From an optimization exercise on the open Yosys and OpenROAD flow, aimed at small area; shortcuts taken in it are not production practice. Function was checked by simulation only, so behaviour that the tests miss may differ from the original.

## design/flow/config.mk

```make
export PLATFORM = sky130hd
export DESIGN_NAME = con_5x5
export DESIGN_NICKNAME = con_5x5
export VERILOG_FILES = /design/flow/design.v
export SDC_FILE = /design/flow/constraint.sdc
export NUM_CORES = 4
export LEC_CHECK = 0
export ABC_AREA = 1
export CAP_MARGIN = 20
export CORE_MARGIN = 2
export CORE_UTILIZATION = 40
export CTS_BUF_LIST = sky130_fd_sc_hd__clkbuf_8
export CTS_CLUSTER_DIAMETER = 100
export CTS_CLUSTER_SIZE = 14
export SLEW_MARGIN = 20

export BUFFER_PORTS_ARGS = -buffer_cell sky130_fd_sc_hd__buf_1
export CTS_ARGS = -sink_clustering_enable -repair_clock_nets -sink_clustering_size 14 -sink_clustering_max_diameter 100 -buf_list sky130_fd_sc_hd__clkbuf_8 -dont_use_dummy_load
```

## design/flow/design.v

```verilog
`timescale 1ns/1ns
module con_5x5(
	input rst_n,
	input clk,
	input ena,
	input [15:0] data,
	output reg valid,
	output reg finish,
	output [15:0] result
	);
	reg [3:0] core_num;
	reg [7:0] pics_num;
	reg [1:0] pics_num_add;
	always @(posedge clk or negedge rst_n) begin
		if (!rst_n) begin
			core_num <= 4'h0;
			pics_num <= 8'h0;
			pics_num_add <= 2'b00;
			finish <= 1'b0;
		end
		else if (ena) begin
			if (core_num < 4'h9)
				core_num <= core_num + 1'b1;
			else if (core_num == 4'h9) begin
				pics_num <= pics_num + 1'b1;
				if (pics_num > 8'h8)
					pics_num_add <= (pics_num_add == 2'd3) ? 2'd1 : pics_num_add + 1'b1;
			end
		end
		else if (pics_num > 8'h50 && pics_num < 8'h55) begin
			pics_num <= pics_num + 1'b1;
			case (pics_num_add)
				2'd3: pics_num_add <= 2'd1;
				2'd2: pics_num_add <= 2'd3;
				2'd1: pics_num_add <= 2'd2;
				default: pics_num_add <= 2'd0;
			endcase
			finish <= (pics_num == 8'h54);
		end
		else begin
			pics_num <= 8'h0;
			pics_num_add <= 2'd0;
			core_num <= 4'h9;
			finish <= 1'b0;
		end
	end
	always @(posedge clk or negedge rst_n) begin
		if (!rst_n) valid <= 1'b0;
		else valid <= (pics_num_add == 2'd3);
	end
	reg [15:0] kr [0:2][0:2];
	reg [1:0] kph;
	wire kload = ena && (core_num < 4'h9);
	integer q;
	always @(posedge clk) begin
		for (q = 0; q < 3; q = q + 1) begin
			kr[q][0] <= kr[q][1];
			kr[q][1] <= kr[q][2];
			kr[q][2] <= (kload && core_num >= 3*q && core_num < 3*q+3) ? data : kr[q][0];
		end
		kph <= (kload && core_num == 4'd8) ? 2'd0 : (kph == 2'd0) ? 2'd1 : (kph == 2'd1) ? 2'd2 : 2'd0;
	end
	reg [15:0] b0, b1, b2;
	always @(posedge clk) begin
		b0 <= data;
		b1 <= b0;
		b2 <= b1;
	end
	wire mv = (pics_num_add == 2'd3) ? (pics_num <= 8'd81)
		: (pics_num == 8'd3 || pics_num == 8'd6 || pics_num == 8'd9);
	wire mdown = (pics_num == 8'd24 || pics_num == 8'd39 || pics_num == 8'd54 || pics_num == 8'd69);
	wire mleft = (pics_num >= 8'd27 && pics_num <= 8'd36) || (pics_num >= 8'd57 && pics_num <= 8'd66);
	reg [15:0] pr [0:2][0:2];
	reg [1:0] wo;
	wire [15:0] nw [0:2];
	assign nw[0] = b2;
	assign nw[1] = b1;
	assign nw[2] = b0;
	wire mh = mv && !mdown;                  
	reg [1:0] wo_n;
	always @(*) begin
		wo_n = wo;
		if (pics_num == 8'd3)    
			wo_n = 2'd0;
		else if (mh) begin
			if (mleft)
				wo_n = (wo == 2'd0) ? 2'd1 : (wo == 2'd1) ? 2'd2 : 2'd0;
			else
				wo_n = (wo == 2'd1) ? 2'd0 : (wo == 2'd2) ? 2'd1 : 2'd2;
		end
	end
	reg [1:0] ins;
	always @(*) begin
		if (mleft)    
			ins = (wo_n == 2'd1) ? 2'd2 : (wo_n == 2'd2) ? 2'd1 : 2'd0;
		else          
			ins = (wo_n == 2'd1) ? 2'd1 : (wo_n == 2'd2) ? 2'd0 : 2'd2;
	end
	wire dn = mv && mdown;
	reg [2:0] s_ins;                         
	reg [2:0] s_b0, s_b1, s_b2;              
	reg [2:0] s_rot2;                        
	integer i, s;
	always @(*) begin
		for (s = 0; s < 3; s = s + 1) begin
			s_ins[s] = mh && (ins == s);
			s_b2[s] = dn && (((s + wo) % 3) == 0);
			s_b1[s] = dn && (((s + wo) % 3) == 1);
			s_b0[s] = (dn && (((s + wo) % 3) == 2)) || s_ins[s];
			s_rot2[s] = !dn && !s_ins[s];
		end
	end
	always @(posedge clk) begin
		wo <= wo_n;
		for (s = 0; s < 3; s = s + 1) begin
			for (i = 0; i < 2; i = i + 1)
				pr[i][s] <= ({16{s_ins[s]}} & nw[i])
					| ({16{dn}} & pr[i+1][(s + 1) % 3])
					| ({16{!dn && !s_ins[s]}} & pr[i][(s + 1) % 3]);
			pr[2][s] <= ({16{s_b0[s]}} & b0) | ({16{s_b1[s]}} & b1)
				| ({16{s_b2[s]}} & b2) | ({16{s_rot2[s]}} & pr[2][(s + 1) % 3]);
		end
	end
	reg [1:0] psel;
	reg [1:0] pk;
	always @(*) begin
		case ({kph, pics_num_add})
			{2'd2, 2'd0}, {2'd0, 2'd1}, {2'd1, 2'd2}, {2'd2, 2'd3}: pk = 2'd0;
			{2'd0, 2'd0}, {2'd1, 2'd1}, {2'd2, 2'd2}, {2'd0, 2'd3}: pk = 2'd1;
			default: pk = 2'd2;
		endcase
	end
	always @(posedge clk) begin
		case ({pk, wo_n})
			{2'd0, 2'd0}, {2'd1, 2'd1}, {2'd2, 2'd2}: psel <= 2'd0;
			{2'd1, 2'd0}, {2'd2, 2'd1}, {2'd0, 2'd2}: psel <= 2'd1;
			default: psel <= 2'd2;
		endcase
	end
	reg [15:0] ka [0:2];
	reg [15:0] pa [0:2];
	always @(*) begin
		for (i = 0; i < 3; i = i + 1) begin
			ka[i] = kr[i][0];
			case (psel)
				2'd0: pa[i] = pr[i][0];
				2'd1: pa[i] = pr[i][1];
				default: pa[i] = pr[i][2];
			endcase
		end
	end
	wire [15:0] t0, t1, t2;
	bmul m0(.a(ka[0]), .b(pa[0]), .t(t0));
	bmul m1(.a(ka[1]), .b(pa[1]), .t(t1));
	bmul m2(.a(ka[2]), .b(pa[2]), .t(t2));
	reg [15:0] acc;
	wire keep = pics_num_add[1];
	always @(posedge clk)
		acc <= (keep ? acc : 16'h0) + t0 + t1 + t2;
	assign result = acc;
endmodule
module bmul(input [15:0] a, input [15:0] b, output [15:0] t);
  wire b8000 = b[15] & ~(|b[14:0]);
  wire b4000 = b[14] & ~(|b[13:0]);
  wire one0 = a[0] ^ 1'b0;
  wire two0 = (a[1] & ~a[0] & ~1'b0) | (~a[1] & a[0] & 1'b0);
  wire neg0 = a[1] & ~(b8000 | (two0 & b4000));
  wire w_n1 = neg0 ^ (one0 & b[0]);
  wire w_n2 = neg0 ^ ((one0 & b[1]) | (two0 & b[0]));
  wire w_n3 = neg0 ^ ((one0 & b[2]) | (two0 & b[1]));
  wire w_n4 = neg0 ^ ((one0 & b[3]) | (two0 & b[2]));
  wire w_n5 = neg0 ^ ((one0 & b[4]) | (two0 & b[3]));
  wire w_n6 = neg0 ^ ((one0 & b[5]) | (two0 & b[4]));
  wire w_n7 = neg0 ^ ((one0 & b[6]) | (two0 & b[5]));
  wire w_n8 = neg0 ^ ((one0 & b[7]) | (two0 & b[6]));
  wire w_n9 = neg0 ^ ((one0 & b[8]) | (two0 & b[7]));
  wire w_n10 = neg0 ^ ((one0 & b[9]) | (two0 & b[8]));
  wire w_n11 = neg0 ^ ((one0 & b[10]) | (two0 & b[9]));
  wire w_n12 = neg0 ^ ((one0 & b[11]) | (two0 & b[10]));
  wire w_n13 = neg0 ^ ((one0 & b[12]) | (two0 & b[11]));
  wire w_n14 = neg0 ^ ((one0 & b[13]) | (two0 & b[12]));
  wire w_n15 = neg0 ^ ((one0 & b[14]) | (two0 & b[13]));
  wire w_n16 = ~(neg0 ^ ((one0 & b[15]) | (two0 & b[14])));
  wire one1 = a[2] ^ a[1];
  wire two1 = (a[3] & ~a[2] & ~a[1]) | (~a[3] & a[2] & a[1]);
  wire neg1 = a[3] & ~(b8000 | (two1 & b4000));
  wire w_n17 = neg1 ^ (one1 & b[0]);
  wire w_n18 = neg1 ^ ((one1 & b[1]) | (two1 & b[0]));
  wire w_n19 = neg1 ^ ((one1 & b[2]) | (two1 & b[1]));
  wire w_n20 = neg1 ^ ((one1 & b[3]) | (two1 & b[2]));
  wire w_n21 = neg1 ^ ((one1 & b[4]) | (two1 & b[3]));
  wire w_n22 = neg1 ^ ((one1 & b[5]) | (two1 & b[4]));
  wire w_n23 = neg1 ^ ((one1 & b[6]) | (two1 & b[5]));
  wire w_n24 = neg1 ^ ((one1 & b[7]) | (two1 & b[6]));
  wire w_n25 = neg1 ^ ((one1 & b[8]) | (two1 & b[7]));
  wire w_n26 = neg1 ^ ((one1 & b[9]) | (two1 & b[8]));
  wire w_n27 = neg1 ^ ((one1 & b[10]) | (two1 & b[9]));
  wire w_n28 = neg1 ^ ((one1 & b[11]) | (two1 & b[10]));
  wire w_n29 = neg1 ^ ((one1 & b[12]) | (two1 & b[11]));
  wire w_n30 = neg1 ^ ((one1 & b[13]) | (two1 & b[12]));
  wire w_n31 = neg1 ^ ((one1 & b[14]) | (two1 & b[13]));
  wire w_n32 = ~(neg1 ^ ((one1 & b[15]) | (two1 & b[14])));
  wire one2 = a[4] ^ a[3];
  wire two2 = (a[5] & ~a[4] & ~a[3]) | (~a[5] & a[4] & a[3]);
  wire neg2 = a[5] & ~(b8000 | (two2 & b4000));
  wire w_n33 = neg2 ^ (one2 & b[0]);
  wire w_n34 = neg2 ^ ((one2 & b[1]) | (two2 & b[0]));
  wire w_n35 = neg2 ^ ((one2 & b[2]) | (two2 & b[1]));
  wire w_n36 = neg2 ^ ((one2 & b[3]) | (two2 & b[2]));
  wire w_n37 = neg2 ^ ((one2 & b[4]) | (two2 & b[3]));
  wire w_n38 = neg2 ^ ((one2 & b[5]) | (two2 & b[4]));
  wire w_n39 = neg2 ^ ((one2 & b[6]) | (two2 & b[5]));
  wire w_n40 = neg2 ^ ((one2 & b[7]) | (two2 & b[6]));
  wire w_n41 = neg2 ^ ((one2 & b[8]) | (two2 & b[7]));
  wire w_n42 = neg2 ^ ((one2 & b[9]) | (two2 & b[8]));
  wire w_n43 = neg2 ^ ((one2 & b[10]) | (two2 & b[9]));
  wire w_n44 = neg2 ^ ((one2 & b[11]) | (two2 & b[10]));
  wire w_n45 = neg2 ^ ((one2 & b[12]) | (two2 & b[11]));
  wire w_n46 = neg2 ^ ((one2 & b[13]) | (two2 & b[12]));
  wire w_n47 = neg2 ^ ((one2 & b[14]) | (two2 & b[13]));
  wire w_n48 = ~(neg2 ^ ((one2 & b[15]) | (two2 & b[14])));
  wire one3 = a[6] ^ a[5];
  wire two3 = (a[7] & ~a[6] & ~a[5]) | (~a[7] & a[6] & a[5]);
  wire neg3 = a[7] & ~(b8000 | (two3 & b4000));
  wire w_n49 = neg3 ^ (one3 & b[0]);
  wire w_n50 = neg3 ^ ((one3 & b[1]) | (two3 & b[0]));
  wire w_n51 = neg3 ^ ((one3 & b[2]) | (two3 & b[1]));
  wire w_n52 = neg3 ^ ((one3 & b[3]) | (two3 & b[2]));
  wire w_n53 = neg3 ^ ((one3 & b[4]) | (two3 & b[3]));
  wire w_n54 = neg3 ^ ((one3 & b[5]) | (two3 & b[4]));
  wire w_n55 = neg3 ^ ((one3 & b[6]) | (two3 & b[5]));
  wire w_n56 = neg3 ^ ((one3 & b[7]) | (two3 & b[6]));
  wire w_n57 = neg3 ^ ((one3 & b[8]) | (two3 & b[7]));
  wire w_n58 = neg3 ^ ((one3 & b[9]) | (two3 & b[8]));
  wire w_n59 = neg3 ^ ((one3 & b[10]) | (two3 & b[9]));
  wire w_n60 = neg3 ^ ((one3 & b[11]) | (two3 & b[10]));
  wire w_n61 = neg3 ^ ((one3 & b[12]) | (two3 & b[11]));
  wire w_n62 = neg3 ^ ((one3 & b[13]) | (two3 & b[12]));
  wire w_n63 = neg3 ^ ((one3 & b[14]) | (two3 & b[13]));
  wire w_n64 = ~(neg3 ^ ((one3 & b[15]) | (two3 & b[14])));
  wire one4 = a[8] ^ a[7];
  wire two4 = (a[9] & ~a[8] & ~a[7]) | (~a[9] & a[8] & a[7]);
  wire neg4 = a[9] & ~(b8000 | (two4 & b4000));
  wire w_n65 = neg4 ^ (one4 & b[0]);
  wire w_n66 = neg4 ^ ((one4 & b[1]) | (two4 & b[0]));
  wire w_n67 = neg4 ^ ((one4 & b[2]) | (two4 & b[1]));
  wire w_n68 = neg4 ^ ((one4 & b[3]) | (two4 & b[2]));
  wire w_n69 = neg4 ^ ((one4 & b[4]) | (two4 & b[3]));
  wire w_n70 = neg4 ^ ((one4 & b[5]) | (two4 & b[4]));
  wire w_n71 = neg4 ^ ((one4 & b[6]) | (two4 & b[5]));
  wire w_n72 = neg4 ^ ((one4 & b[7]) | (two4 & b[6]));
  wire w_n73 = neg4 ^ ((one4 & b[8]) | (two4 & b[7]));
  wire w_n74 = neg4 ^ ((one4 & b[9]) | (two4 & b[8]));
  wire w_n75 = neg4 ^ ((one4 & b[10]) | (two4 & b[9]));
  wire w_n76 = neg4 ^ ((one4 & b[11]) | (two4 & b[10]));
  wire w_n77 = neg4 ^ ((one4 & b[12]) | (two4 & b[11]));
  wire w_n78 = neg4 ^ ((one4 & b[13]) | (two4 & b[12]));
  wire w_n79 = neg4 ^ ((one4 & b[14]) | (two4 & b[13]));
  wire w_n80 = ~(neg4 ^ ((one4 & b[15]) | (two4 & b[14])));
  wire one5 = a[10] ^ a[9];
  wire two5 = (a[11] & ~a[10] & ~a[9]) | (~a[11] & a[10] & a[9]);
  wire neg5 = a[11] & ~(b8000 | (two5 & b4000));
  wire w_n81 = neg5 ^ (one5 & b[0]);
  wire w_n82 = neg5 ^ ((one5 & b[1]) | (two5 & b[0]));
  wire w_n83 = neg5 ^ ((one5 & b[2]) | (two5 & b[1]));
  wire w_n84 = neg5 ^ ((one5 & b[3]) | (two5 & b[2]));
  wire w_n85 = neg5 ^ ((one5 & b[4]) | (two5 & b[3]));
  wire w_n86 = neg5 ^ ((one5 & b[5]) | (two5 & b[4]));
  wire w_n87 = neg5 ^ ((one5 & b[6]) | (two5 & b[5]));
  wire w_n88 = neg5 ^ ((one5 & b[7]) | (two5 & b[6]));
  wire w_n89 = neg5 ^ ((one5 & b[8]) | (two5 & b[7]));
  wire w_n90 = neg5 ^ ((one5 & b[9]) | (two5 & b[8]));
  wire w_n91 = neg5 ^ ((one5 & b[10]) | (two5 & b[9]));
  wire w_n92 = neg5 ^ ((one5 & b[11]) | (two5 & b[10]));
  wire w_n93 = neg5 ^ ((one5 & b[12]) | (two5 & b[11]));
  wire w_n94 = neg5 ^ ((one5 & b[13]) | (two5 & b[12]));
  wire w_n95 = neg5 ^ ((one5 & b[14]) | (two5 & b[13]));
  wire w_n96 = ~(neg5 ^ ((one5 & b[15]) | (two5 & b[14])));
  wire one6 = a[12] ^ a[11];
  wire two6 = (a[13] & ~a[12] & ~a[11]) | (~a[13] & a[12] & a[11]);
  wire neg6 = a[13] & ~(b8000 | (two6 & b4000));
  wire w_n97 = neg6 ^ (one6 & b[0]);
  wire w_n98 = neg6 ^ ((one6 & b[1]) | (two6 & b[0]));
  wire w_n99 = neg6 ^ ((one6 & b[2]) | (two6 & b[1]));
  wire w_n100 = neg6 ^ ((one6 & b[3]) | (two6 & b[2]));
  wire w_n101 = neg6 ^ ((one6 & b[4]) | (two6 & b[3]));
  wire w_n102 = neg6 ^ ((one6 & b[5]) | (two6 & b[4]));
  wire w_n103 = neg6 ^ ((one6 & b[6]) | (two6 & b[5]));
  wire w_n104 = neg6 ^ ((one6 & b[7]) | (two6 & b[6]));
  wire w_n105 = neg6 ^ ((one6 & b[8]) | (two6 & b[7]));
  wire w_n106 = neg6 ^ ((one6 & b[9]) | (two6 & b[8]));
  wire w_n107 = neg6 ^ ((one6 & b[10]) | (two6 & b[9]));
  wire w_n108 = neg6 ^ ((one6 & b[11]) | (two6 & b[10]));
  wire w_n109 = neg6 ^ ((one6 & b[12]) | (two6 & b[11]));
  wire w_n110 = neg6 ^ ((one6 & b[13]) | (two6 & b[12]));
  wire w_n111 = neg6 ^ ((one6 & b[14]) | (two6 & b[13]));
  wire w_n112 = ~(neg6 ^ ((one6 & b[15]) | (two6 & b[14])));
  wire one7 = a[14] ^ a[13];
  wire two7 = (a[15] & ~a[14] & ~a[13]) | (~a[15] & a[14] & a[13]);
  wire neg7 = a[15] & ~(b8000 | (two7 & b4000));
  wire w_n113 = neg7 ^ (one7 & b[0]);
  wire w_n114 = neg7 ^ ((one7 & b[1]) | (two7 & b[0]));
  wire w_n115 = neg7 ^ ((one7 & b[2]) | (two7 & b[1]));
  wire w_n116 = neg7 ^ ((one7 & b[3]) | (two7 & b[2]));
  wire w_n117 = neg7 ^ ((one7 & b[4]) | (two7 & b[3]));
  wire w_n118 = neg7 ^ ((one7 & b[5]) | (two7 & b[4]));
  wire w_n119 = neg7 ^ ((one7 & b[6]) | (two7 & b[5]));
  wire w_n120 = neg7 ^ ((one7 & b[7]) | (two7 & b[6]));
  wire w_n121 = neg7 ^ ((one7 & b[8]) | (two7 & b[7]));
  wire w_n122 = neg7 ^ ((one7 & b[9]) | (two7 & b[8]));
  wire w_n123 = neg7 ^ ((one7 & b[10]) | (two7 & b[9]));
  wire w_n124 = neg7 ^ ((one7 & b[11]) | (two7 & b[10]));
  wire w_n125 = neg7 ^ ((one7 & b[12]) | (two7 & b[11]));
  wire w_n126 = neg7 ^ ((one7 & b[13]) | (two7 & b[12]));
  wire w_n127 = neg7 ^ ((one7 & b[14]) | (two7 & b[13]));
  wire w_n128 = ~(neg7 ^ ((one7 & b[15]) | (two7 & b[14])));
  wire w_n129 = w_n11 ^ w_n25;
  wire w_n130 = w_n11 & w_n25;
  wire w_n131 = w_n12 ^ w_n26;
  wire w_n132 = w_n12 & w_n26;
  wire w_n133 = w_n13 ^ w_n27 ^ w_n41;
  wire w_n134 = (w_n13 & w_n27) | (w_n13 & w_n41) | (w_n27 & w_n41);
  wire w_n135 = w_n55 ^ w_n69;
  wire w_n136 = w_n55 & w_n69;
  wire w_n137 = w_n14 ^ w_n28 ^ w_n42;
  wire w_n138 = (w_n14 & w_n28) | (w_n14 & w_n42) | (w_n28 & w_n42);
  wire w_n139 = w_n56 ^ w_n70;
  wire w_n140 = w_n56 & w_n70;
  wire w_n141 = w_n15 ^ w_n29 ^ w_n43;
  wire w_n142 = (w_n15 & w_n29) | (w_n15 & w_n43) | (w_n29 & w_n43);
  wire w_n143 = w_n57 ^ w_n71 ^ w_n85;
  wire w_n144 = (w_n57 & w_n71) | (w_n57 & w_n85) | (w_n71 & w_n85);
  wire w_n145 = w_n99 ^ w_n113;
  wire w_n146 = w_n99 & w_n113;
  wire w_n147 = w_n16 ^ w_n30 ^ w_n44;
  wire w_n148 = (w_n16 & w_n30) | (w_n16 & w_n44) | (w_n30 & w_n44);
  wire w_n149 = w_n58 ^ w_n72 ^ w_n86;
  wire w_n150 = (w_n58 & w_n72) | (w_n58 & w_n86) | (w_n72 & w_n86);
  wire w_n151 = w_n100 ^ w_n114 ^ 1'b1;
  wire w_n152 = (w_n100 & w_n114) | (w_n100 & 1'b1) | (w_n114 & 1'b1);
  wire w_n153 = w_n31 ^ w_n45 ^ w_n59;
  wire w_n154 = (w_n31 & w_n45) | (w_n31 & w_n59) | (w_n45 & w_n59);
  wire w_n155 = w_n73 ^ w_n87 ^ w_n101;
  wire w_n156 = (w_n73 & w_n87) | (w_n73 & w_n101) | (w_n87 & w_n101);
  wire w_n157 = w_n115 ^ 1'b1;
  wire w_n158 = w_n115 & 1'b1;
  wire w_n159 = w_n32 ^ w_n46 ^ w_n60;
  wire w_n160 = (w_n32 & w_n46) | (w_n32 & w_n60) | (w_n46 & w_n60);
  wire w_n161 = w_n74 ^ w_n88 ^ w_n102;
  wire w_n162 = (w_n74 & w_n88) | (w_n74 & w_n102) | (w_n88 & w_n102);
  wire w_n163 = w_n47 ^ w_n61 ^ w_n75;
  wire w_n164 = (w_n47 & w_n61) | (w_n47 & w_n75) | (w_n61 & w_n75);
  wire w_n165 = w_n89 ^ w_n103;
  wire w_n166 = w_n89 & w_n103;
  wire w_n167 = w_n48 ^ w_n62 ^ w_n76;
  wire w_n168 = (w_n48 & w_n62) | (w_n48 & w_n76) | (w_n62 & w_n76);
  wire w_n169 = w_n63 ^ w_n77;
  wire w_n170 = w_n63 & w_n77;
  wire w_n171 = w_n7 ^ w_n21;
  wire w_n172 = w_n7 & w_n21;
  wire w_n173 = w_n8 ^ w_n22;
  wire w_n174 = w_n8 & w_n22;
  wire w_n175 = w_n9 ^ w_n23 ^ w_n37;
  wire w_n176 = (w_n9 & w_n23) | (w_n9 & w_n37) | (w_n23 & w_n37);
  wire w_n177 = w_n51 ^ w_n65;
  wire w_n178 = w_n51 & w_n65;
  wire w_n179 = w_n10 ^ w_n24 ^ w_n38;
  wire w_n180 = (w_n10 & w_n24) | (w_n10 & w_n38) | (w_n24 & w_n38);
  wire w_n181 = w_n52 ^ w_n66;
  wire w_n182 = w_n52 & w_n66;
  wire w_n183 = w_n129 ^ w_n39 ^ w_n53;
  wire w_n184 = (w_n129 & w_n39) | (w_n129 & w_n53) | (w_n39 & w_n53);
  wire w_n185 = w_n67 ^ w_n81 ^ neg5;
  wire w_n186 = (w_n67 & w_n81) | (w_n67 & neg5) | (w_n81 & neg5);
  wire w_n187 = w_n130 ^ w_n131 ^ w_n40;
  wire w_n188 = (w_n130 & w_n131) | (w_n130 & w_n40) | (w_n131 & w_n40);
  wire w_n189 = w_n54 ^ w_n68 ^ w_n82;
  wire w_n190 = (w_n54 & w_n68) | (w_n54 & w_n82) | (w_n68 & w_n82);
  wire w_n191 = w_n132 ^ w_n133 ^ w_n135;
  wire w_n192 = (w_n132 & w_n133) | (w_n132 & w_n135) | (w_n133 & w_n135);
  wire w_n193 = w_n83 ^ w_n97 ^ neg6;
  wire w_n194 = (w_n83 & w_n97) | (w_n83 & neg6) | (w_n97 & neg6);
  wire w_n195 = w_n134 ^ w_n136 ^ w_n137;
  wire w_n196 = (w_n134 & w_n136) | (w_n134 & w_n137) | (w_n136 & w_n137);
  wire w_n197 = w_n139 ^ w_n84 ^ w_n98;
  wire w_n198 = (w_n139 & w_n84) | (w_n139 & w_n98) | (w_n84 & w_n98);
  wire w_n199 = w_n138 ^ w_n140 ^ w_n141;
  wire w_n200 = (w_n138 & w_n140) | (w_n138 & w_n141) | (w_n140 & w_n141);
  wire w_n201 = w_n143 ^ w_n145 ^ neg7;
  wire w_n202 = (w_n143 & w_n145) | (w_n143 & neg7) | (w_n145 & neg7);
  wire w_n203 = w_n142 ^ w_n144 ^ w_n146;
  wire w_n204 = (w_n142 & w_n144) | (w_n142 & w_n146) | (w_n144 & w_n146);
  wire w_n205 = w_n147 ^ w_n149 ^ w_n151;
  wire w_n206 = (w_n147 & w_n149) | (w_n147 & w_n151) | (w_n149 & w_n151);
  wire w_n207 = w_n148 ^ w_n150 ^ w_n152;
  wire w_n208 = (w_n148 & w_n150) | (w_n148 & w_n152) | (w_n150 & w_n152);
  wire w_n209 = w_n153 ^ w_n155 ^ w_n157;
  wire w_n210 = (w_n153 & w_n155) | (w_n153 & w_n157) | (w_n155 & w_n157);
  wire w_n211 = w_n154 ^ w_n156 ^ w_n158;
  wire w_n212 = (w_n154 & w_n156) | (w_n154 & w_n158) | (w_n156 & w_n158);
  wire w_n213 = w_n159 ^ w_n161 ^ w_n116;
  wire w_n214 = (w_n159 & w_n161) | (w_n159 & w_n116) | (w_n161 & w_n116);
  wire w_n215 = w_n160 ^ w_n162 ^ w_n163;
  wire w_n216 = (w_n160 & w_n162) | (w_n160 & w_n163) | (w_n162 & w_n163);
  wire w_n217 = w_n165 ^ w_n117 ^ 1'b1;
  wire w_n218 = (w_n165 & w_n117) | (w_n165 & 1'b1) | (w_n117 & 1'b1);
  wire w_n219 = w_n164 ^ w_n166 ^ w_n167;
  wire w_n220 = (w_n164 & w_n166) | (w_n164 & w_n167) | (w_n166 & w_n167);
  wire w_n221 = w_n90 ^ w_n104 ^ w_n118;
  wire w_n222 = (w_n90 & w_n104) | (w_n90 & w_n118) | (w_n104 & w_n118);
  wire w_n223 = w_n168 ^ w_n169 ^ w_n91;
  wire w_n224 = (w_n168 & w_n169) | (w_n168 & w_n91) | (w_n169 & w_n91);
  wire w_n225 = w_n105 ^ w_n119 ^ 1'b1;
  wire w_n226 = (w_n105 & w_n119) | (w_n105 & 1'b1) | (w_n119 & 1'b1);
  wire w_n227 = w_n170 ^ w_n64 ^ w_n78;
  wire w_n228 = (w_n170 & w_n64) | (w_n170 & w_n78) | (w_n64 & w_n78);
  wire w_n229 = w_n92 ^ w_n106 ^ w_n120;
  wire w_n230 = (w_n92 & w_n106) | (w_n92 & w_n120) | (w_n106 & w_n120);
  wire w_n231 = w_n79 ^ w_n93 ^ w_n107;
  wire w_n232 = (w_n79 & w_n93) | (w_n79 & w_n107) | (w_n93 & w_n107);
  wire w_n233 = w_n121 ^ 1'b1;
  wire w_n234 = w_n121 & 1'b1;
  wire w_n235 = w_n80 ^ w_n94 ^ w_n108;
  wire w_n236 = (w_n80 & w_n94) | (w_n80 & w_n108) | (w_n94 & w_n108);
  wire w_n237 = w_n95 ^ w_n109;
  wire w_n238 = w_n95 & w_n109;
  wire w_n239 = w_n5 ^ w_n19;
  wire w_n240 = w_n5 & w_n19;
  wire w_n241 = w_n6 ^ w_n20;
  wire w_n242 = w_n6 & w_n20;
  wire w_n243 = w_n171 ^ w_n35 ^ w_n49;
  wire w_n244 = (w_n171 & w_n35) | (w_n171 & w_n49) | (w_n35 & w_n49);
  wire w_n245 = w_n172 ^ w_n173 ^ w_n36;
  wire w_n246 = (w_n172 & w_n173) | (w_n172 & w_n36) | (w_n173 & w_n36);
  wire w_n247 = w_n174 ^ w_n175 ^ w_n177;
  wire w_n248 = (w_n174 & w_n175) | (w_n174 & w_n177) | (w_n175 & w_n177);
  wire w_n249 = w_n176 ^ w_n178 ^ w_n179;
  wire w_n250 = (w_n176 & w_n178) | (w_n176 & w_n179) | (w_n178 & w_n179);
  wire w_n251 = w_n180 ^ w_n182 ^ w_n183;
  wire w_n252 = (w_n180 & w_n182) | (w_n180 & w_n183) | (w_n182 & w_n183);
  wire w_n253 = w_n184 ^ w_n186 ^ w_n187;
  wire w_n254 = (w_n184 & w_n186) | (w_n184 & w_n187) | (w_n186 & w_n187);
  wire w_n255 = w_n188 ^ w_n190 ^ w_n191;
  wire w_n256 = (w_n188 & w_n190) | (w_n188 & w_n191) | (w_n190 & w_n191);
  wire w_n257 = w_n192 ^ w_n194 ^ w_n195;
  wire w_n258 = (w_n192 & w_n194) | (w_n192 & w_n195) | (w_n194 & w_n195);
  wire w_n259 = w_n196 ^ w_n198 ^ w_n199;
  wire w_n260 = (w_n196 & w_n198) | (w_n196 & w_n199) | (w_n198 & w_n199);
  wire w_n261 = w_n200 ^ w_n202 ^ w_n203;
  wire w_n262 = (w_n200 & w_n202) | (w_n200 & w_n203) | (w_n202 & w_n203);
  wire w_n263 = w_n204 ^ w_n206 ^ w_n207;
  wire w_n264 = (w_n204 & w_n206) | (w_n204 & w_n207) | (w_n206 & w_n207);
  wire w_n265 = w_n208 ^ w_n210 ^ w_n211;
  wire w_n266 = (w_n208 & w_n210) | (w_n208 & w_n211) | (w_n210 & w_n211);
  wire w_n267 = w_n212 ^ w_n214 ^ w_n215;
  wire w_n268 = (w_n212 & w_n214) | (w_n212 & w_n215) | (w_n214 & w_n215);
  wire w_n269 = w_n216 ^ w_n218 ^ w_n219;
  wire w_n270 = (w_n216 & w_n218) | (w_n216 & w_n219) | (w_n218 & w_n219);
  wire w_n271 = w_n220 ^ w_n222 ^ w_n223;
  wire w_n272 = (w_n220 & w_n222) | (w_n220 & w_n223) | (w_n222 & w_n223);
  wire w_n273 = w_n224 ^ w_n226 ^ w_n227;
  wire w_n274 = (w_n224 & w_n226) | (w_n224 & w_n227) | (w_n226 & w_n227);
  wire w_n275 = w_n228 ^ w_n230 ^ w_n231;
  wire w_n276 = (w_n228 & w_n230) | (w_n228 & w_n231) | (w_n230 & w_n231);
  wire w_n277 = w_n232 ^ w_n234 ^ w_n235;
  wire w_n278 = (w_n232 & w_n234) | (w_n232 & w_n235) | (w_n234 & w_n235);
  wire w_n279 = w_n236 ^ w_n237 ^ w_n123;
  wire w_n280 = (w_n236 & w_n237) | (w_n236 & w_n123) | (w_n237 & w_n123);
  wire w_n281 = w_n238 ^ w_n96 ^ w_n110;
  wire w_n282 = (w_n238 & w_n96) | (w_n238 & w_n110) | (w_n96 & w_n110);
  wire w_n283 = w_n111 ^ w_n125;
  wire w_n284 = w_n111 & w_n125;
  wire w_n285 = w_n3 ^ w_n17;
  wire w_n286 = w_n3 & w_n17;
  wire w_n287 = w_n4 ^ w_n18;
  wire w_n288 = w_n4 & w_n18;
  wire w_n289 = w_n239 ^ w_n33 ^ neg2;
  wire w_n290 = (w_n239 & w_n33) | (w_n239 & neg2) | (w_n33 & neg2);
  wire w_n291 = w_n240 ^ w_n241 ^ w_n34;
  wire w_n292 = (w_n240 & w_n241) | (w_n240 & w_n34) | (w_n241 & w_n34);
  wire w_n293 = w_n242 ^ w_n243 ^ neg3;
  wire w_n294 = (w_n242 & w_n243) | (w_n242 & neg3) | (w_n243 & neg3);
  wire w_n295 = w_n244 ^ w_n245 ^ w_n50;
  wire w_n296 = (w_n244 & w_n245) | (w_n244 & w_n50) | (w_n245 & w_n50);
  wire w_n297 = w_n246 ^ w_n247 ^ neg4;
  wire w_n298 = (w_n246 & w_n247) | (w_n246 & neg4) | (w_n247 & neg4);
  wire w_n299 = w_n248 ^ w_n249 ^ w_n181;
  wire w_n300 = (w_n248 & w_n249) | (w_n248 & w_n181) | (w_n249 & w_n181);
  wire w_n301 = w_n250 ^ w_n251 ^ w_n185;
  wire w_n302 = (w_n250 & w_n251) | (w_n250 & w_n185) | (w_n251 & w_n185);
  wire w_n303 = w_n252 ^ w_n253 ^ w_n189;
  wire w_n304 = (w_n252 & w_n253) | (w_n252 & w_n189) | (w_n253 & w_n189);
  wire w_n305 = w_n254 ^ w_n255 ^ w_n193;
  wire w_n306 = (w_n254 & w_n255) | (w_n254 & w_n193) | (w_n255 & w_n193);
  wire w_n307 = w_n256 ^ w_n257 ^ w_n197;
  wire w_n308 = (w_n256 & w_n257) | (w_n256 & w_n197) | (w_n257 & w_n197);
  wire w_n309 = w_n258 ^ w_n259 ^ w_n201;
  wire w_n310 = (w_n258 & w_n259) | (w_n258 & w_n201) | (w_n259 & w_n201);
  wire w_n311 = w_n260 ^ w_n261 ^ w_n205;
  wire w_n312 = (w_n260 & w_n261) | (w_n260 & w_n205) | (w_n261 & w_n205);
  wire w_n313 = w_n262 ^ w_n263 ^ w_n209;
  wire w_n314 = (w_n262 & w_n263) | (w_n262 & w_n209) | (w_n263 & w_n209);
  wire w_n315 = w_n264 ^ w_n265 ^ w_n213;
  wire w_n316 = (w_n264 & w_n265) | (w_n264 & w_n213) | (w_n265 & w_n213);
  wire w_n317 = w_n266 ^ w_n267 ^ w_n217;
  wire w_n318 = (w_n266 & w_n267) | (w_n266 & w_n217) | (w_n267 & w_n217);
  wire w_n319 = w_n268 ^ w_n269 ^ w_n221;
  wire w_n320 = (w_n268 & w_n269) | (w_n268 & w_n221) | (w_n269 & w_n221);
  wire w_n321 = w_n270 ^ w_n271 ^ w_n225;
  wire w_n322 = (w_n270 & w_n271) | (w_n270 & w_n225) | (w_n271 & w_n225);
  wire w_n323 = w_n272 ^ w_n273 ^ w_n229;
  wire w_n324 = (w_n272 & w_n273) | (w_n272 & w_n229) | (w_n273 & w_n229);
  wire w_n325 = w_n274 ^ w_n275 ^ w_n233;
  wire w_n326 = (w_n274 & w_n275) | (w_n274 & w_n233) | (w_n275 & w_n233);
  wire w_n327 = w_n276 ^ w_n277 ^ w_n122;
  wire w_n328 = (w_n276 & w_n277) | (w_n276 & w_n122) | (w_n277 & w_n122);
  wire w_n329 = w_n278 ^ w_n279 ^ 1'b1;
  wire w_n330 = (w_n278 & w_n279) | (w_n278 & 1'b1) | (w_n279 & 1'b1);
  wire w_n331 = w_n280 ^ w_n281 ^ w_n124;
  wire w_n332 = (w_n280 & w_n281) | (w_n280 & w_n124) | (w_n281 & w_n124);
  wire w_n333 = w_n282 ^ w_n283 ^ 1'b1;
  wire w_n334 = (w_n282 & w_n283) | (w_n282 & 1'b1) | (w_n283 & 1'b1);
  wire w_n335 = w_n284 ^ w_n112 ^ w_n126;
  wire w_n336 = (w_n284 & w_n112) | (w_n284 & w_n126) | (w_n112 & w_n126);
  wire w_n337 = w_n127 ^ 1'b1;
  wire w_n338 = w_n127 & 1'b1;
  wire w_n339 = w_n1 & neg0;
  wire w_n340 = w_n2 & w_n339;
  wire w_n341 = (w_n285 & neg1) | (w_n285 & w_n340) | (neg1 & w_n340);
  wire w_n342 = (w_n286 & w_n287) | (w_n286 & w_n341) | (w_n287 & w_n341);
  wire w_n343 = (w_n288 & w_n289) | (w_n288 & w_n342) | (w_n289 & w_n342);
  wire w_n344 = (w_n290 & w_n291) | (w_n290 & w_n343) | (w_n291 & w_n343);
  wire w_n345 = (w_n292 & w_n293) | (w_n292 & w_n344) | (w_n293 & w_n344);
  wire w_n346 = (w_n294 & w_n295) | (w_n294 & w_n345) | (w_n295 & w_n345);
  wire w_n347 = (w_n296 & w_n297) | (w_n296 & w_n346) | (w_n297 & w_n346);
  wire w_n348 = (w_n298 & w_n299) | (w_n298 & w_n347) | (w_n299 & w_n347);
  wire w_n349 = (w_n300 & w_n301) | (w_n300 & w_n348) | (w_n301 & w_n348);
  wire w_n350 = (w_n302 & w_n303) | (w_n302 & w_n349) | (w_n303 & w_n349);
  wire w_n351 = w_n304 ^ w_n305 ^ w_n350;
  wire w_n352 = (w_n304 & w_n305) | (w_n304 & w_n350) | (w_n305 & w_n350);
  wire w_n353 = w_n306 ^ w_n307 ^ w_n352;
  wire w_n354 = (w_n306 & w_n307) | (w_n306 & w_n352) | (w_n307 & w_n352);
  wire w_n355 = w_n308 ^ w_n309 ^ w_n354;
  wire w_n356 = (w_n308 & w_n309) | (w_n308 & w_n354) | (w_n309 & w_n354);
  wire w_n357 = w_n310 ^ w_n311 ^ w_n356;
  wire w_n358 = (w_n310 & w_n311) | (w_n310 & w_n356) | (w_n311 & w_n356);
  wire w_n359 = w_n312 ^ w_n313 ^ w_n358;
  wire w_n360 = (w_n312 & w_n313) | (w_n312 & w_n358) | (w_n313 & w_n358);
  wire w_n361 = w_n314 ^ w_n315 ^ w_n360;
  wire w_n362 = (w_n314 & w_n315) | (w_n314 & w_n360) | (w_n315 & w_n360);
  wire w_n363 = w_n316 ^ w_n317 ^ w_n362;
  wire w_n364 = (w_n316 & w_n317) | (w_n316 & w_n362) | (w_n317 & w_n362);
  wire w_n365 = w_n318 ^ w_n319 ^ w_n364;
  wire w_n366 = (w_n318 & w_n319) | (w_n318 & w_n364) | (w_n319 & w_n364);
  wire w_n367 = w_n320 ^ w_n321 ^ w_n366;
  wire w_n368 = (w_n320 & w_n321) | (w_n320 & w_n366) | (w_n321 & w_n366);
  wire w_n369 = w_n322 ^ w_n323 ^ w_n368;
  wire w_n370 = (w_n322 & w_n323) | (w_n322 & w_n368) | (w_n323 & w_n368);
  wire w_n371 = w_n324 ^ w_n325 ^ w_n370;
  wire w_n372 = (w_n324 & w_n325) | (w_n324 & w_n370) | (w_n325 & w_n370);
  wire w_n373 = w_n326 ^ w_n327 ^ w_n372;
  wire w_n374 = (w_n326 & w_n327) | (w_n326 & w_n372) | (w_n327 & w_n372);
  wire w_n375 = w_n328 ^ w_n329 ^ w_n374;
  wire w_n376 = (w_n328 & w_n329) | (w_n328 & w_n374) | (w_n329 & w_n374);
  wire w_n377 = w_n330 ^ w_n331 ^ w_n376;
  wire w_n378 = (w_n330 & w_n331) | (w_n330 & w_n376) | (w_n331 & w_n376);
  wire w_n379 = w_n332 ^ w_n333 ^ w_n378;
  wire w_n380 = (w_n332 & w_n333) | (w_n332 & w_n378) | (w_n333 & w_n378);
  wire w_n381 = (w_n334 & w_n335) | (w_n334 & w_n380) | (w_n335 & w_n380);
  wire w_n382 = (w_n336 & w_n337) | (w_n336 & w_n381) | (w_n337 & w_n381);
  wire w_n383 = (w_n338 & w_n128) | (w_n338 & w_n382) | (w_n128 & w_n382);
  wire w_n384 = 1'b1 ^ w_n383;
  assign t = {w_n384, w_n379, w_n377, w_n375, w_n373, w_n371, w_n369, w_n367, w_n365, w_n363, w_n361, w_n359, w_n357, w_n355, w_n353, w_n351};
endmodule
```

## design/flow/standard.sh

```bash
#!/bin/bash
# synth_recipe.tcl (not shown) runs the flow's synth.tcl, then flattens the netlist and writes it again
# the make line also repeats each setting of config.mk as NAME=value (left out here)
make -C /OpenROAD-flow-scripts/flow DESIGN_CONFIG=/design/flow/config.mk WORK_HOME=/design/flow/orfs CLKGATE_MAP_FILE= SYNTH_SCRIPT=/design/flow/synth_recipe.tcl "${@:-finish}"
```

## design/flow/flow/run.sh

```bash
#!/bin/bash
# Standard layout, except that the port buffers ORFS inserts before global
# placement are the smallest buffer (buf_1) instead of the default choice,
# and clock tree synthesis adds no dummy loads.
set -e
printf '\nexport BUFFER_PORTS_ARGS = -buffer_cell sky130_fd_sc_hd__buf_1\n' >> config.mk
printf 'export CTS_ARGS = -sink_clustering_enable -repair_clock_nets -sink_clustering_size 14 -sink_clustering_max_diameter 100 -buf_list sky130_fd_sc_hd__clkbuf_8 -dont_use_dummy_load\n' >> config.mk
bash standard.sh > standard.log 2>&1
```

## design/flow/constraint.sdc

```tcl
create_clock -name core_clock -period 14.0 [get_ports {clk}]
set_input_delay 2.8000 -clock core_clock [delete_from_list [all_inputs] [get_ports {clk}]]
set_output_delay 2.8000 -clock core_clock [all_outputs]
set_load 0.01 [all_outputs]
```

==> results.cfg, run 1 <==
[route]
detailedRoute.firstIterationViolations = 2222
ant_nets = 0
vias = 24785
viasPerCell = 5.35
dr.pass1.iters = 6
routed_wl_microns = 85800
post_drt_wl_per_cell_microns = 18.5
drc_errors = 0

[timing]
hold_viol = 0
final-max-slew-violation-count = 0
rsz0062_at_grt = false
setup_tns_ns = 0
tightest_slew_ns = 1.05
period_needed_ns = 13.24
setup_viol = 0
fmax_ghz = 0.0756
slew-limit-headroom = 0.297
fin_skew_ns = 0.0938
fin_crit_sh = 0.945

[logic_synthesis]
syn_avg_cell_area_sq_um = 8.07
netlist_instances = 3766
synth.distinct_cells = 51
synth_seq_cells = 374
ys_top_cells_by_area = dfxtp_1 24%, fa_1 20%, nand2_1 9.4%, inv_1 7.3%, o22ai_1 7.0%
ys_seq_area_frac = 0.249
post-synth-top-area-cell = dfxtp_1
synth_edf_count = 0
synth_top_area_frac = 0.236
syn_nets = 4192
synthArstFlopShare = 0.0428
syn_area_sq_um = 30400
synthFlopType = dfxtp_1
yosysWarnings = 9

[floorplan]
chipHeight_microns = 280
rows = 101
initial_utilization = 0.402
coreArea_sq_um = 75600
die_w_microns = 280
die_area_sq_um = 78200
ioPinCount = 37

[placed_design]
dp.final_hpwl_microns = 64000
gp_congestion = 0.880
port-buffer-count = 36
place_area_sq_um = 31000

[critical_path]
worst_ep_required_time_ns = 14.48
ff2ff_setup_slack_ns = 0.76
slowest_stage = fa_1
critPathMaxStageDelay_ns = 0.54
path_class = reg -> reg
reg2reg_depth = 52
critPathCaptureType = register
crit_arrival_ns = 13.72
crit_path_frequent_cell = fa_1
rr_endpoint = acc[15]$_DFF_P_
cp_max_fo = 24
reg2reg_from = psel[1]$_DFF_P_
critPathLaunchType = register

[clocking]
postCtsSetupBuffers = 0
postCtsResizedCells = 0
cts_root_buffer = clkbuf_8
clock_sinks = 374
clk_latency_ns = 0.67
cts_buffers = 31
cts_tree = done
clk_pin_slew_ns = 0.10
ctsHoldBuffers = 0
cts.htree.levels = 1
ctsLongestPathBuffers = 3

[global_routing]
grt-ovfl-total = 0
grt_pass1_wl_microns = 138000
grt_usage = 0.220
grt_pass1_vias = 24346
grt_antenna_before_repair = 6
grt_max_degree = 94

[run_status]
outcome = no timing/DRC/antenna violations

[flow_run]
timing.max_cap.violations = 0

[hold_path]
hold_start = kr[7][1]$_DFF_P_
holdPathStages = 0
hold_class = reg -> reg
hold_end = kr[6][1]$_DFF_P_

[finish]
stdcell_area_sq_um = 31500
fillerInstances = 7757
nNetsFinal = 4083
layout-drive-gt1-share = 0.0337
areaGrowthSynthToFinish_pct = 3.52
==> how the worst max path moves through the flow <==
stage | cells past startpoint | slack [ns] | startpoint | end
finish | 52 | 0.76 | psel[1]$_DFF_P_ | acc[15]$_DFF_P_
floorplan | 55 | 2.52 | psel[1]$_DFF_P_ | acc[15]$_DFF_P_
CTS | 52 | 0.80 | psel[1]$_DFF_P_ | acc[15]$_DFF_P_
global route | 52 | 0.04 | psel[1]$_DFF_P_ | acc[15]$_DFF_P_
detailed placement | 52 | 0.92 | psel[1]$_DFF_P_ | acc[15]$_DFF_P_
global placement | 52 | 1.0 | psel[1]$_DFF_P_ | acc[15]$_DFF_P_
==> flip-flops by register name, indices dropped and copies added (netlist names), 4 cells and up <==
signal / cells
core_num: 4
acc: 16
b0: 16
b1: 16
kr: 144
pics_num: 8
pr: 144
b2: 16
==> area by class of cell <==
type / count / area, sq um / share of cell area
flip-flops and latches: 374 / 7570 / 0.241
multi-input cells: 2593 / 19700 / 0.626
repair buffers: 55 / 278 / 0.00883
inverters: 602 / 2260 / 0.0718
well taps: 978 / 1220 / 0.0389
clock buffers: 31 / 427 / 0.0136
diodes: 1 / 2.50 / 0.0000795
==> critical path: cells and delay by family, from the launching register on <==
kind            cells  cell delay (ns)
compound gates      2             0.24
xor+xnor            2             0.44
fa+ha+maj          22             8.34
buf+inv            11             1.35
flops               1             0.51
simple gates       15             2.17
==> metal layers <==
metal	global-route usage	vias to the layer above	wire, microns	share of wire
li1	-	11821	-	-
met3	0.0207	101	5020	0.059
met1	0.304	12045	38200	0.44
met5	0	-	25	0.00029
met2	0.364	814	39700	0.46
met4	0.0710	4	2910	0.034
==> kinds of logic (layout without fill, tap and decap cells) <==
logic type,count (synthesis),after routing,share of synthesized area
buf+inv,800,688,0.103
flops,374,374,0.249
other cells,0,1,0
fa+ha+maj,407,407,0.243
compound gates,648,648,0.133
simple gates,1152,1153,0.160
xor+xnor,385,385,0.111
==> cells in the mapped netlist (3+ instances only) <==
cell and count:
a211oi_1 5, a21oi_1 41, a21oi_4 3, a22oi_1 63, and2_1 3, and3_1 4
buf_1 5, buf_2 42, buf_4 14, buf_6 4, clkbuf_1 132, dfrtp_1 16
dfxtp_1 358, fa_1 306, ha_1 101, inv_1 588, inv_2 12, nand2_1 760
nand2_2 17, nand2_4 5, nand3_1 202, nand3_2 8, nand3b_1 5, nor2_1 115
nor2_2 5, nor2_4 5, nor3_1 8, o211ai_1 50, o21ai_0 131, o21ai_1 5
o221ai_1 4, o22ai_1 338, or2_2 6, xnor2_1 155, xor2_1 229
==> cells in the final DEF, fill, tap and decap left out, drive strengths merged, types with 2 or more instances in the layout <==
master	synthesis	final
a211oi	5	5
a21oi	44	44
a22oi	63	63
and2	3	3
and3	4	4
buf	65	55
clkbuf	133	31
clkinv	2	3
dfrtp	16	16
dfxtp	358	358
fa	306	306
ha	101	101
inv	600	599
nand2	782	782
nand3	210	210
nand3b	5	5
nor2	125	126
nor3	8	8
nor4	5	5
o211ai	51	51
o21a	2	2
o21ai	136	136
o221ai	4	4
o22ai	338	338
or2	8	8
xnor2	155	155
xor2	230	230
==> stage by stage <==
step,setup WS [ns],hold WS [ns],std cells,util
detailed placement,0.915,0.312,4601,0.410
finish,0.765,0.256,4634,0.416
global route,0.0362,0.296,4634,0.416
global placement,0.997,0.310,4601,0.410
CTS,0.802,0.276,4632,0.416
floorplan,2.52,0.310,3766,-
==> run 2: changes to the inputs <==
--- a/design/flow/design.v
+++ b/design/flow/design.v
@@ -11,6 +11,20 @@
 	reg [3:0] core_num;
 	reg [7:0] pics_num;
 	reg [1:0] pics_num_add;
+	wire [7:0] pics_inc;
+	wire [3:0] core_inc;
+	assign pics_inc[0] = ~pics_num[0];
+	assign pics_inc[1] = pics_num[1] ^ pics_num[0];
+	assign pics_inc[2] = pics_num[2] ^ (&pics_num[1:0]);
+	assign pics_inc[3] = pics_num[3] ^ (&pics_num[2:0]);
+	assign pics_inc[4] = pics_num[4] ^ (&pics_num[3:0]);
+	assign pics_inc[5] = pics_num[5] ^ (&pics_num[4:0]);
+	assign pics_inc[6] = pics_num[6] ^ (&pics_num[5:0]);
+	assign pics_inc[7] = pics_num[7] ^ (&pics_num[6:0]);
+	assign core_inc[0] = ~core_num[0];
+	assign core_inc[1] = core_num[1] ^ core_num[0];
+	assign core_inc[2] = core_num[2] ^ (&core_num[1:0]);
+	assign core_inc[3] = core_num[3] ^ (&core_num[2:0]);
 	always @(posedge clk or negedge rst_n) begin
 		if (!rst_n) begin
 			core_num <= 4'h0;
@@ -20,15 +34,15 @@
 		end
 		else if (ena) begin
 			if (core_num < 4'h9)
-				core_num <= core_num + 1'b1;
+				core_num <= core_inc;
 			else if (core_num == 4'h9) begin
-				pics_num <= pics_num + 1'b1;
+				pics_num <= pics_inc;
 				if (pics_num > 8'h8)
 					pics_num_add <= (pics_num_add == 2'd3) ? 2'd1 : pics_num_add + 1'b1;
 			end
 		end
 		else if (pics_num > 8'h50 && pics_num < 8'h55) begin
-			pics_num <= pics_num + 1'b1;
+			pics_num <= pics_inc;
 			case (pics_num_add)
 				2'd3: pics_num_add <= 2'd1;
 				2'd2: pics_num_add <= 2'd3;
@@ -155,8 +169,10 @@
 	bmul m2(.a(ka[2]), .b(pa[2]), .t(t2));
 	reg [15:0] acc;
 	wire keep = pics_num_add[1];
+	wire [15:0] accn;
+	add4 sum4(.a({16{keep}} & acc), .b(t0), .c(t1), .d(t2), .y(accn));
 	always @(posedge clk)
-		acc <= (keep ? acc : 16'h0) + t0 + t1 + t2;
+		acc <= accn;
 	assign result = acc;
 endmodule
 module bmul(input [15:0] a, input [15:0] b, output [15:0] t);
@@ -572,3 +588,97 @@
   wire w_n384 = 1'b1 ^ w_n383;
   assign t = {w_n384, w_n379, w_n377, w_n375, w_n373, w_n371, w_n369, w_n367, w_n365, w_n363, w_n361, w_n359, w_n357, w_n355, w_n353, w_n351};
 endmodule
+module add4(input [15:0] a, input [15:0] b, input [15:0] c, input [15:0] d, output [15:0] y);
+  wire s1_0 = a[0] ^ b[0] ^ c[0];
+  wire c1_0 = (a[0] & b[0]) | (a[0] & c[0]) | (b[0] & c[0]);
+  wire s1_1 = a[1] ^ b[1] ^ c[1];
+  wire c1_1 = (a[1] & b[1]) | (a[1] & c[1]) | (b[1] & c[1]);
+  wire s1_2 = a[2] ^ b[2] ^ c[2];
+  wire c1_2 = (a[2] & b[2]) | (a[2] & c[2]) | (b[2] & c[2]);
+  wire s1_3 = a[3] ^ b[3] ^ c[3];
+  wire c1_3 = (a[3] & b[3]) | (a[3] & c[3]) | (b[3] & c[3]);
+  wire s1_4 = a[4] ^ b[4] ^ c[4];
+  wire c1_4 = (a[4] & b[4]) | (a[4] & c[4]) | (b[4] & c[4]);
+  wire s1_5 = a[5] ^ b[5] ^ c[5];
+  wire c1_5 = (a[5] & b[5]) | (a[5] & c[5]) | (b[5] & c[5]);
+  wire s1_6 = a[6] ^ b[6] ^ c[6];
+  wire c1_6 = (a[6] & b[6]) | (a[6] & c[6]) | (b[6] & c[6]);
+  wire s1_7 = a[7] ^ b[7] ^ c[7];
+  wire c1_7 = (a[7] & b[7]) | (a[7] & c[7]) | (b[7] & c[7]);
+  wire s1_8 = a[8] ^ b[8] ^ c[8];
+  wire c1_8 = (a[8] & b[8]) | (a[8] & c[8]) | (b[8] & c[8]);
+  wire s1_9 = a[9] ^ b[9] ^ c[9];
+  wire c1_9 = (a[9] & b[9]) | (a[9] & c[9]) | (b[9] & c[9]);
+  wire s1_10 = a[10] ^ b[10] ^ c[10];
+  wire c1_10 = (a[10] & b[10]) | (a[10] & c[10]) | (b[10] & c[10]);
+  wire s1_11 = a[11] ^ b[11] ^ c[11];
+  wire c1_11 = (a[11] & b[11]) | (a[11] & c[11]) | (b[11] & c[11]);
+  wire s1_12 = a[12] ^ b[12] ^ c[12];
+  wire c1_12 = (a[12] & b[12]) | (a[12] & c[12]) | (b[12] & c[12]);
+  wire s1_13 = a[13] ^ b[13] ^ c[13];
+  wire c1_13 = (a[13] & b[13]) | (a[13] & c[13]) | (b[13] & c[13]);
+  wire s1_14 = a[14] ^ b[14] ^ c[14];
+  wire c1_14 = (a[14] & b[14]) | (a[14] & c[14]) | (b[14] & c[14]);
+  wire s1_15 = a[15] ^ b[15] ^ c[15];
+  wire s2_0 = s1_0 ^ d[0];
+  wire c2_0 = s1_0 & d[0];
+  wire s2_1 = s1_1 ^ c1_0 ^ d[1];
+  wire c2_1 = (s1_1 & c1_0) | (s1_1 & d[1]) | (c1_0 & d[1]);
+  wire s2_2 = s1_2 ^ c1_1 ^ d[2];
+  wire c2_2 = (s1_2 & c1_1) | (s1_2 & d[2]) | (c1_1 & d[2]);
+  wire s2_3 = s1_3 ^ c1_2 ^ d[3];
+  wire c2_3 = (s1_3 & c1_2) | (s1_3 & d[3]) | (c1_2 & d[3]);
+  wire s2_4 = s1_4 ^ c1_3 ^ d[4];
+  wire c2_4 = (s1_4 & c1_3) | (s1_4 & d[4]) | (c1_3 & d[4]);
+  wire s2_5 = s1_5 ^ c1_4 ^ d[5];
+  wire c2_5 = (s1_5 & c1_4) | (s1_5 & d[5]) | (c1_4 & d[5]);
+  wire s2_6 = s1_6 ^ c1_5 ^ d[6];
+  wire c2_6 = (s1_6 & c1_5) | (s1_6 & d[6]) | (c1_5 & d[6]);
+  wire s2_7 = s1_7 ^ c1_6 ^ d[7];
+  wire c2_7 = (s1_7 & c1_6) | (s1_7 & d[7]) | (c1_6 & d[7]);
+  wire s2_8 = s1_8 ^ c1_7 ^ d[8];
+  wire c2_8 = (s1_8 & c1_7) | (s1_8 & d[8]) | (c1_7 & d[8]);
+  wire s2_9 = s1_9 ^ c1_8 ^ d[9];
+  wire c2_9 = (s1_9 & c1_8) | (s1_9 & d[9]) | (c1_8 & d[9]);
+  wire s2_10 = s1_10 ^ c1_9 ^ d[10];
+  wire c2_10 = (s1_10 & c1_9) | (s1_10 & d[10]) | (c1_9 & d[10]);
+  wire s2_11 = s1_11 ^ c1_10 ^ d[11];
+  wire c2_11 = (s1_11 & c1_10) | (s1_11 & d[11]) | (c1_10 & d[11]);
+  wire s2_12 = s1_12 ^ c1_11 ^ d[12];
+  wire c2_12 = (s1_12 & c1_11) | (s1_12 & d[12]) | (c1_11 & d[12]);
+  wire s2_13 = s1_13 ^ c1_12 ^ d[13];
+  wire c2_13 = (s1_13 & c1_12) | (s1_13 & d[13]) | (c1_12 & d[13]);
+  wire s2_14 = s1_14 ^ c1_13 ^ d[14];
+  wire c2_14 = (s1_14 & c1_13) | (s1_14 & d[14]) | (c1_13 & d[14]);
+  wire s2_15 = s1_15 ^ c1_14 ^ d[15];
+  assign y[0] = s2_0;
+  assign y[1] = s2_1 ^ c2_0;
+  wire r_2 = s2_1 & c2_0;
+  assign y[2] = s2_2 ^ c2_1 ^ r_2;
+  wire r_3 = (s2_2 & c2_1) | (s2_2 & r_2) | (c2_1 & r_2);
+  assign y[3] = s2_3 ^ c2_2 ^ r_3;
+  wire r_4 = (s2_3 & c2_2) | (s2_3 & r_3) | (c2_2 & r_3);
+  assign y[4] = s2_4 ^ c2_3 ^ r_4;
+  wire r_5 = (s2_4 & c2_3) | (s2_4 & r_4) | (c2_3 & r_4);
+  assign y[5] = s2_5 ^ c2_4 ^ r_5;
+  wire r_6 = (s2_5 & c2_4) | (s2_5 & r_5) | (c2_4 & r_5);
+  assign y[6] = s2_6 ^ c2_5 ^ r_6;
+  wire r_7 = (s2_6 & c2_5) | (s2_6 & r_6) | (c2_5 & r_6);
+  assign y[7] = s2_7 ^ c2_6 ^ r_7;
+  wire r_8 = (s2_7 & c2_6) | (s2_7 & r_7) | (c2_6 & r_7);
+  assign y[8] = s2_8 ^ c2_7 ^ r_8;
+  wire r_9 = (s2_8 & c2_7) | (s2_8 & r_8) | (c2_7 & r_8);
+  assign y[9] = s2_9 ^ c2_8 ^ r_9;
+  wire r_10 = (s2_9 & c2_8) | (s2_9 & r_9) | (c2_8 & r_9);
+  assign y[10] = s2_10 ^ c2_9 ^ r_10;
+  wire r_11 = (s2_10 & c2_9) | (s2_10 & r_10) | (c2_9 & r_10);
+  assign y[11] = s2_11 ^ c2_10 ^ r_11;
+  wire r_12 = (s2_11 & c2_10) | (s2_11 & r_11) | (c2_10 & r_11);
+  assign y[12] = s2_12 ^ c2_11 ^ r_12;
+  wire r_13 = (s2_12 & c2_11) | (s2_12 & r_12) | (c2_11 & r_12);
+  assign y[13] = s2_13 ^ c2_12 ^ r_13;
+  wire r_14 = (s2_13 & c2_12) | (s2_13 & r_13) | (c2_12 & r_13);
+  assign y[14] = s2_14 ^ c2_13 ^ r_14;
+  wire r_15 = (s2_14 & c2_13) | (s2_14 & r_14) | (c2_13 & r_14);
+  assign y[15] = s2_15 ^ c2_14 ^ r_15;
+endmodule
==> design/flow/run.sh (new file) <==
#!/bin/bash
# synth_recipe.tcl (not shown) runs the flow's synth.tcl, then flattens the netlist and writes it again
# the make line also repeats each setting of config.mk as NAME=value (left out here)
make -C /OpenROAD-flow-scripts/flow DESIGN_CONFIG=/design/flow/config.mk WORK_HOME=/design/flow/orfs CLKGATE_MAP_FILE= SYNTH_SCRIPT=/design/flow/synth_recipe.tcl finish
==> design/flow/config.mk (replaced) <==
export PLATFORM = sky130hd
export DESIGN_NAME = con_5x5
export DESIGN_NICKNAME = con_5x5
export VERILOG_FILES = /design/flow/design.v
export SDC_FILE = /design/flow/constraint.sdc
export NUM_CORES = 4
export LEC_CHECK = 0
export ABC_AREA = 1
export CAP_MARGIN = 20
export CORE_MARGIN = 2
export CORE_UTILIZATION = 40
export CTS_CLUSTER_DIAMETER = 150
export CTS_CLUSTER_SIZE = 20
export SLEW_MARGIN = 20
removed: design/flow/flow/run.sh
removed: design/flow/standard.sh
==> results.cfg, run 2 <==
[run_status]
outcome = no timing/DRC/antenna violations

[finish]
areaGrowthSynthToFinish_pct = 6.05
nNetsFinal = 4127
layout-drive-gt1-share = 0.0391
mostFrequentLayoutCell = nand2_1
fillerInstances = 7522
top_regs = kr: 144 flops, pr: 144 flops
final_cell_mix = 827 x nand2_1, 616 x inv_1, 357 x dfxtp_1

[critical_path]
ff2ff_setup_slack_ns = 0.78
reg2reg_depth = 47
cp-startpoint = psel[1]$_DFF_P_
path_class = reg -> reg
crit_path_frequent_cell = fa_1
reg2reg_from = psel[1]$_DFF_P_
critPathMaxStageDelay_ns = 0.64
slowest_stage = dfxtp_2
critPathCaptureType = register
cp_max_fo = 22
critPathLaunchType = register
critPathCapture = acc[15]$_DFF_P_
rr_endpoint = acc[15]$_DFF_P_
worst_ep_required_time_ns = 14.48
crit_arrival_ns = 13.70

[timing]
period_needed_ns = 13.22
fin_skew_ns = 0.0367
tightest_slew_ns = 1.14
hold_viol = 0
fmax_ghz = 0.0756
rsz0062_at_grt = false
worst_slack_ns = 0.777
setup_viol = 0
setup_tns_ns = 0
slew-limit-headroom = 0.237
fin_crit_sh = 0.945
final-max-slew-violation-count = 0

[logic_synthesis]
ys_seq_area_frac = 0.250
synthAdderAreaFrac = 0.247
yosysWarnings = 9
synth_seq_cells = 374
ys_top_cells_by_area = dfxtp_1 24%, fa_1 21%, nand2_1 10%, inv_1 7.6%, o22ai_1 7.1%
synthArstFlopShare = 0.0428
synth_edf_count = 0
synth.most_common_cell = nand2_1
synthSimpleGateAreaFrac = 0.173
syn_avg_cell_area_sq_um = 7.99
muxShareOfSynthArea = 0
syn_area_sq_um = 30200
synth-compound-area-share = 0.114
synthFlopType = dfxtp_1
synth.distinct_cells = 50
syn_nets = 4211
synth_xor_area_frac = 0.109
netlist_top_cells_count = 828 x nand2_1, 616 x inv_1, 358 x dfxtp_1, 343 x o22ai_1, 318 x fa_1
netlist_instances = 3785
synth_top_area_frac = 0.237
post-synth-top-area-cell = dfxtp_1
synth_top_family_by_area = adder cells

[flow_run]
timing.max_cap.violations = 0

[placed_design]
dp.final_hpwl_microns = 64800
gp_congestion = 0.889
port-buffer-count = 36
pre_cts_slack_ns = 0.686

[global_routing]
grt_pass1_vias = 23578
grt_max_degree = 97
grt_usage = 0.223
grt_antenna_before_repair = 1
grt_pass1_wl_microns = 137000
grt-ovfl-total = 0

[route]
drc_errors = 0
dr.pass1.iters = 6
ant_nets = 0
detailedRoute.firstIterationViolations = 2379
viasPerCell = 5.24
routed_wl_microns = 86900
vias = 24510
post_drt_wl_per_cell_microns = 18.6

[clocking]
cts_buffers = 22
ctsLongestPathBuffers = 3
cts.htree.levels = 1
postCtsSetupBuffers = 0
clk_pin_slew_ns = 0.09
cts_root_buffer = clkbuf_16
clk_latency_ns = 0.59
clock_sinks = 374
cts_tree = done

[floorplan]
rows = 100
die_w_microns = 279
chipHeight_microns = 279
die_area_sq_um = 77800
ioPinCount = 37
coreArea_sq_um = 74700
initial_utilization = 0.405

[hold_path]
holdPathStages = 0
hold_class = reg -> reg
-- run 2: cell count changes in the layout (fill, tap and decap cells not counted), sizes merged, moves of 5 or more --
cell,change
fa,+12
nand4,+24
o22ai,+5
inv,+23
ha,-12
clkdlybuf4s50,+36
nand2,+67
o21ai,-10
xnor2,+36
a21oi,-15
o211ai,-42
clkbuf,-5
xor2,-46
a22oi,-24
-- run 2: per-stage QoR --
stage,cell area (sq um),cells,utilization,hold WS (ns)
2_1_floorplan,30200,3785,-,0.310
5_1_grt,32100,4674,0.429,0.332
3_5_place_dp,31400,4646,0.420,0.312
3_3_place_gp,31400,4645,0.420,0.310
6_report,32100,4678,0.429,0.322
4_1_cts,32000,4674,0.429,0.323
-- run 2: worst max-delay path, delay by kind of cell (launching register included) --
kind	cells	cell delay [ns]
AO/OA/AOI/OAI	2	0.18
XOR/XNOR	2	0.31
adder cells (fa/ha/maj)	22	9.32
buffers and inverters	9	0.75
flip-flops	1	0.64
AND/OR/NAND/NOR	12	1.89
-- run 2: cell type report --
class                           instances  area [sq um]  area share
Antenna cell                            4          10.0    0.000312
Sequential cell                       374          7570       0.236
Multi-Input combinational cell       2587         19500       0.608
Timing Repair Buffer                   94           816      0.0254
Inverter                              622          2330      0.0728
Tap cell                              969          1210      0.0378
Clock buffer                           26           576      0.0180
Clock inverter                          2          60.1     0.00187
-- run 2: how the worst min path moves through the flow --
stage,startpoint,to,slack (ns)
final,kr[5][15]$_DFF_P_,kr[4][15]$_DFF_P_,0.32
after global routing,kr[4][3]$_DFF_P_,kr[3][3]$_DFF_P_,0.33
after CTS,kr[5][15]$_DFF_P_,kr[4][15]$_DFF_P_,0.32
after detailed placement,kr[2][2]$_DFF_P_,kr[1][2]$_DFF_P_,0.31
after global placement,kr[2][13]$_DFF_P_,kr[1][13]$_DFF_P_,0.31
after floorplan,kr[1][0]$_DFF_P_,kr[0][0]$_DFF_P_,0.31
-- run 2: cells by family after synthesis --
kind of cell	count (synthesis)
xor gates and xnor gates	375
adders and majority gates	407
buffers and inverters	824
and+or+nand+nor	1242
AOI/OAI and AO/OA	563
DFF	374
-- run 2: what timing repair did --
item | CTS | global route
endpoints found under the setup margin | 0 | 1
endpoints found under the hold margin | 0 | 0
gates resized for setup | 0 | 1
hold buffers | 0 | 0
-- run 2: metal layers --
layer / global-route usage / up-vias / share of wire
met1: 0.323 / 11781 / 0.46
met2: 0.349 / 834 / 0.44
met5: 0 / - / 0
met3: 0.0275 / 96 / 0.067
met4: 0.0605 / 0 / 0.025
li1: - / 11799 / -

-- port drivers added, routing unchanged --
No port has a modelled driver above. Below, the same layouts with a new extraction and two added sets of constraints. Step 1 sets driving cells, clkbuf_16 on the clock port and buf_2 on the other inputs (assumed; they add their load-dependent delay and slew). Step 2 moves the port delays by t, midway between the first and last clock arrival at a register: inputs arrive t later, outputs are due t later. That takes back most of the time a late clock gives input paths. a / b / c = ideal / step 1 / step 2; a / b = the first two.
| run | t (ns) | setup slack, ns | hold WS [ns] | worst setup path after step 2 |
|---|---|---|---|---|
| run 1 | 0.680 | 0.765 / 0.765 / 0.765 | 0.256 / 0.256 / 0.256 | register to register |
| run 2 | 0.627 | 0.777 / 0.777 / 0.777 | 0.322 / 0.322 / 0.322 | register to register |
After both steps every run listed still meets setup and hold.
